Background: an optimization exercise with open tools, aiming at small area. Do not read the settings as production practice.
At most, simulation tests tie the RTL to the original design; equivalence was not proved.
No activity file was given, so power comes from the tool's default toggle rates.

== the previous run ==
==> flow/design.v <==
`timescale 1ns / 1ps
module NMRPulseSequencer #(
    parameter US_DIVIDER = 125
    )(
    input wire clk,
    input wire rst,
    input wire force_on,
    input wire amp_on,
    input wire [31:0] Alen_in,
    input wire [31:0] Blen_in,
    input wire [31:0] ABdly_in,
    input wire [31:0] BBdly_in,
    input wire [15:0] BBcnt_in,
    input wire [31:0] BlankLen_in,
    output wire     sync_out,
    output wire     pulse_out,
    output wire     blank_out
    );
    reg  [6:0] us_lfsr;
    wire us_zero = (us_lfsr == 7'b1010000);
    always @(posedge clk)
        if (rst | us_zero)
            us_lfsr <= 7'd0;
        else
            us_lfsr <= {us_lfsr[5:0], ~(us_lfsr[6] ^ us_lfsr[5])};
    localparam STATE_AH    = 3'd0;
    localparam STATE_AL    = 3'd1;
    localparam STATE_BH    = 3'd2;
    localparam STATE_BL    = 3'd3;
    localparam STATE_BNEXT = 3'd4;
    localparam STATE_STOP  = 3'd5;
    reg  [2:0]  state;
    reg  [31:0] p;
    reg  [15:0] b_cnt;
    reg         pulse_reg;
    reg         pulse_reg_prv;
    reg  [31:0] blank_q;
    reg  [31:0] cmp;
    always @* begin
        case (state[1:0])
            2'd0: cmp = Alen_in;
            2'd1: cmp = ABdly_in;
            2'd2: cmp = Blen_in;
            default: cmp = BBdly_in;
        endcase
    end
    wire hit = (p == cmp);
    wire blank_trigger = ~pulse_reg & pulse_reg_prv;
    wire blank_nz = |blank_q;
    wire blank_dec = blank_nz & us_zero;
    always @(posedge clk)
        if (rst) begin
            state <= STATE_AH;
            p <= 0;
            pulse_reg <= 0;
            pulse_reg_prv <= 0;
            blank_q <= 0;
            b_cnt <= BBcnt_in;
        end else begin
            if (~state[2] & state[0] & hit)
                p <= {31'd0, us_zero};
            else
                p <= p + us_zero;
            pulse_reg <= 0;
            case (state)
                STATE_AH: begin
                        pulse_reg <= 1;
                        if (hit)
                            state <= STATE_AL;
                    end
                STATE_AL: begin
                        if (hit)
                            state <= (|BBcnt_in) ? STATE_BH : STATE_STOP;
                    end
                STATE_BH: begin
                        pulse_reg <= 1;
                        if (hit)
                            state <= STATE_BNEXT;
                    end
                STATE_BNEXT: begin
                        state <= (b_cnt == 16'd1) ? STATE_STOP : STATE_BL;
                    end
                STATE_BL: begin
                        if (hit)
                            state <= STATE_BH;
                    end
                default: state <= STATE_STOP;
            endcase
            b_cnt <= b_cnt - (state == STATE_BNEXT);
            pulse_reg_prv <= pulse_reg;
            if (blank_trigger & ~blank_dec)
                blank_q <= BlankLen_in;
            else
                blank_q <= blank_q - blank_dec;
        end
    assign pulse_out = pulse_reg | force_on;
    assign sync_out = (state == STATE_AH) & pulse_out;
    assign blank_out = (blank_nz | blank_trigger) | ~amp_on;
endmodule
==> flow/config.mk <==
export PLATFORM = sky130hd
export DESIGN_NAME = NMRPulseSequencer
export DESIGN_NICKNAME = NMRPulseSequencer
export VERILOG_FILES = /design/flow/design.v
export SDC_FILE = /design/flow/constraint.sdc
export NUM_CORES = 4
export LEC_CHECK = 0
export CAP_MARGIN = 20
export CORE_MARGIN = 2
export CORE_UTILIZATION = 40
export CTS_BUF_LIST = sky130_fd_sc_hd__clkbuf_8
export PLACE_DENSITY = 0.6
export SLEW_MARGIN = 20
==> flow/constraint.sdc <==
create_clock -name core_clock -period 8.0 [get_ports {clk}]
set_input_delay 1.6000 -clock core_clock [delete_from_list [all_inputs] [get_ports {clk}]]
set_output_delay 1.6000 -clock core_clock [all_outputs]
set_load 0.01 [all_outputs]
standard.sh (not shown) runs the stock make flow with config.mk's settings and CLKGATE_MAP_FILE= SYNTH_SCRIPT=/design/flow/synth_recipe.tcl, a recipe that flattens the netlist after the stock synthesis.
==> flow/flow/run.sh <==
#!/bin/bash
# Layout flow: the standard ORFS flow (standard.sh) with
#  - the standard synthesis, but an area-oriented ABC script (flow/synth.tcl,
#    flow/area.abc) for the combinational logic; registers are unchanged
#  - minimum-size buffers on the ports (every port still gets one)
#  - small clock-tree buffers and no dummy clock loads
# ORFS writes each step's full log under orfs/logs/; make's output goes to standard.log.
set -euo pipefail
W=$(pwd)
export MY_ABC_SCRIPT=$W/flow/area.abc
bash standard.sh \
  SYNTH_SCRIPT=$W/flow/synth.tcl \
  "BUFFER_PORTS_ARGS=-buffer_cell sky130_fd_sc_hd__buf_1" \
  "CTS_ARGS=-sink_clustering_enable -repair_clock_nets -dont_use_dummy_load -buf_list sky130_fd_sc_hd__clkbuf_8" \
  finish > $W/standard.log 2>&1
==> flow/flow/area.abc <==
&get -n
&st
&deepsyn -T 60
&dch -f
&nf -p -a -R 1000
&put
topo
==> flow/flow/synth.tcl <==
# The standard synthesis (synth_recipe.tcl), with only the ABC script that
# maps the combinational logic replaced by an area-oriented one (flow/area.abc).
# Registers are mapped by dfflibmap before ABC runs, so they are unchanged.
proc synth {args} { yosys synth -nofsm -noshare {*}$args }
proc abc {args} {
  set i [lsearch -exact $args -script]
  if {$i >= 0} { lset args [expr {$i+1}] $::env(MY_ABC_SCRIPT) }
  yosys abc {*}$args
}
source $::env(SCRIPTS_DIR)/synth.tcl
# left out here: clear keep_hierarchy, flatten, clean up, hide names made inside functions, write 1_2_yosys.v
The previous run: flow completed, timing, DRC and antenna clean
Edits applied to the flow inputs when going from the previous run to the current run:
-- flow/design.v --
<<< the previous run, line 17
    output wire     blank_out
    );
    reg  [6:0] us_lfsr;
    wire us_zero = (us_lfsr == 7'b1010000);
    always @(posedge clk)
        if (rst | us_zero)
            us_lfsr <= 7'd0;
        else
            us_lfsr <= {us_lfsr[5:0], ~(us_lfsr[6] ^ us_lfsr[5])};
    localparam STATE_AH    = 3'd0;
    localparam STATE_AL    = 3'd1;
>>> the current run, line 17
    output wire     blank_out
    );
    wire us_zero;
    generate
        if (US_DIVIDER == 125) begin : g_lfsr
            reg  [6:0] us_lfsr;
            assign us_zero = (us_lfsr == 7'b1010000);
            always @(posedge clk)
                if (rst | us_zero)
                    us_lfsr <= 7'd0;
                else
                    us_lfsr <= {us_lfsr[5:0], ~(us_lfsr[6] ^ us_lfsr[5])};
        end else begin : g_count
            reg [$clog2(US_DIVIDER)-1:0] us_counter;
            assign us_zero = ~|us_counter;
            always @(posedge clk)
                if (rst | us_zero)
                    us_counter <= US_DIVIDER - 1;
                else
                    us_counter <= us_counter - 1;
        end
    endgenerate
    localparam STATE_AH    = 3'd0;
    localparam STATE_AL    = 3'd1;
<<< the previous run, line 46
    end
    wire hit = (p == cmp);
    wire blank_trigger = ~pulse_reg & pulse_reg_prv;
    wire blank_nz = |blank_q;
>>> the current run, line 59
    end
    wire hit = (p == cmp);
    wire b_start = ~state[2] & state[0] & hit;
    wire b_zero = ~|b_cnt;
    wire blank_trigger = ~pulse_reg & pulse_reg_prv;
    wire blank_nz = |blank_q;
<<< the previous run, line 58
            b_cnt <= BBcnt_in;
        end else begin
            if (~state[2] & state[0] & hit)
                p <= {31'd0, us_zero};
            else
>>> the current run, line 73
            b_cnt <= BBcnt_in;
        end else begin
            if (b_start)
                p <= {31'd0, us_zero};
            else
<<< the previous run, line 71
                STATE_AL: begin
                        if (hit)
                            state <= (|BBcnt_in) ? STATE_BH : STATE_STOP;
                    end
                STATE_BH: begin
>>> the current run, line 86
                STATE_AL: begin
                        if (hit)
                            state <= b_zero ? STATE_STOP : STATE_BH;
                    end
                STATE_BH: begin
<<< the previous run, line 79
                    end
                STATE_BNEXT: begin
                        state <= (b_cnt == 16'd1) ? STATE_STOP : STATE_BL;
                    end
                STATE_BL: begin
>>> the current run, line 94
                    end
                STATE_BNEXT: begin
                        state <= b_zero ? STATE_STOP : STATE_BL;
                    end
                STATE_BL: begin
<<< the previous run, line 87
                default: state <= STATE_STOP;
            endcase
            b_cnt <= b_cnt - (state == STATE_BNEXT);
            pulse_reg_prv <= pulse_reg;
            if (blank_trigger & ~blank_dec)
>>> the current run, line 102
                default: state <= STATE_STOP;
            endcase
            b_cnt <= b_cnt - b_start;
            pulse_reg_prv <= pulse_reg;
            if (blank_trigger & ~blank_dec)
Findings:
When the current run is measured against the previous run, its count of unique library cells instantiated by Yosys turns out 13% higher.
Looking at length of routed met3 wiring, the current run sits 56 um higher than the previous run does.
Summary of the current run over the previous run: total power shows a reduction of 1.4%; max-cap check violation count closely matched the old numbers; setup slack now sits lower.
Final critical-path share of the clock period was higher in the run labelled the current run.
The current run — fraction of area in registers 0.19 points higher, the previous run as reference
Category of the most critical setup path = flop to output pin: the previous run; category of the most critical setup path = flop to flop: the current run
Changes observed in the current run relative to the previous run: combinational fraction of design power saw a decrease; post-CTS setup repair buffer count saw little to no change.
The RTL of the previous run was laid out without a check of its function.

## what the ideal ports hide
The results above use ideal ports. As a check the final layouts listed here were re-extracted and re-timed, cells and wires unchanged.
Step 1, drivers: a clkbuf_16 drives clk and a buf_2 each remaining input, both assumed.
Step 2 also shifts input and output timing later by t, the mid clock arrival at the registers, as if the neighbouring blocks saw the same clock.
Three values: ideal ports, drivers, drivers and shift; two values: the first two.
| run | shift t [ns] | setup WS [ns] | worst setup path at the end | slew at the worst register clock pin (ns) |
|---|---|---|---|---|
| the previous run | 0.386 | 3.229 / 3.199 / 3.299 | input to register | 0.09 / 0.09 |
| the current run | 0.372 | 2.542 / 2.542 / 2.262 | input to register | 0.09 / 0.09 |
After both steps setup and hold are still met in every run listed. For the current run, which loses most, drivers alone change the setup slack by 0.000 ns; drivers and shift together by -0.280 ns.
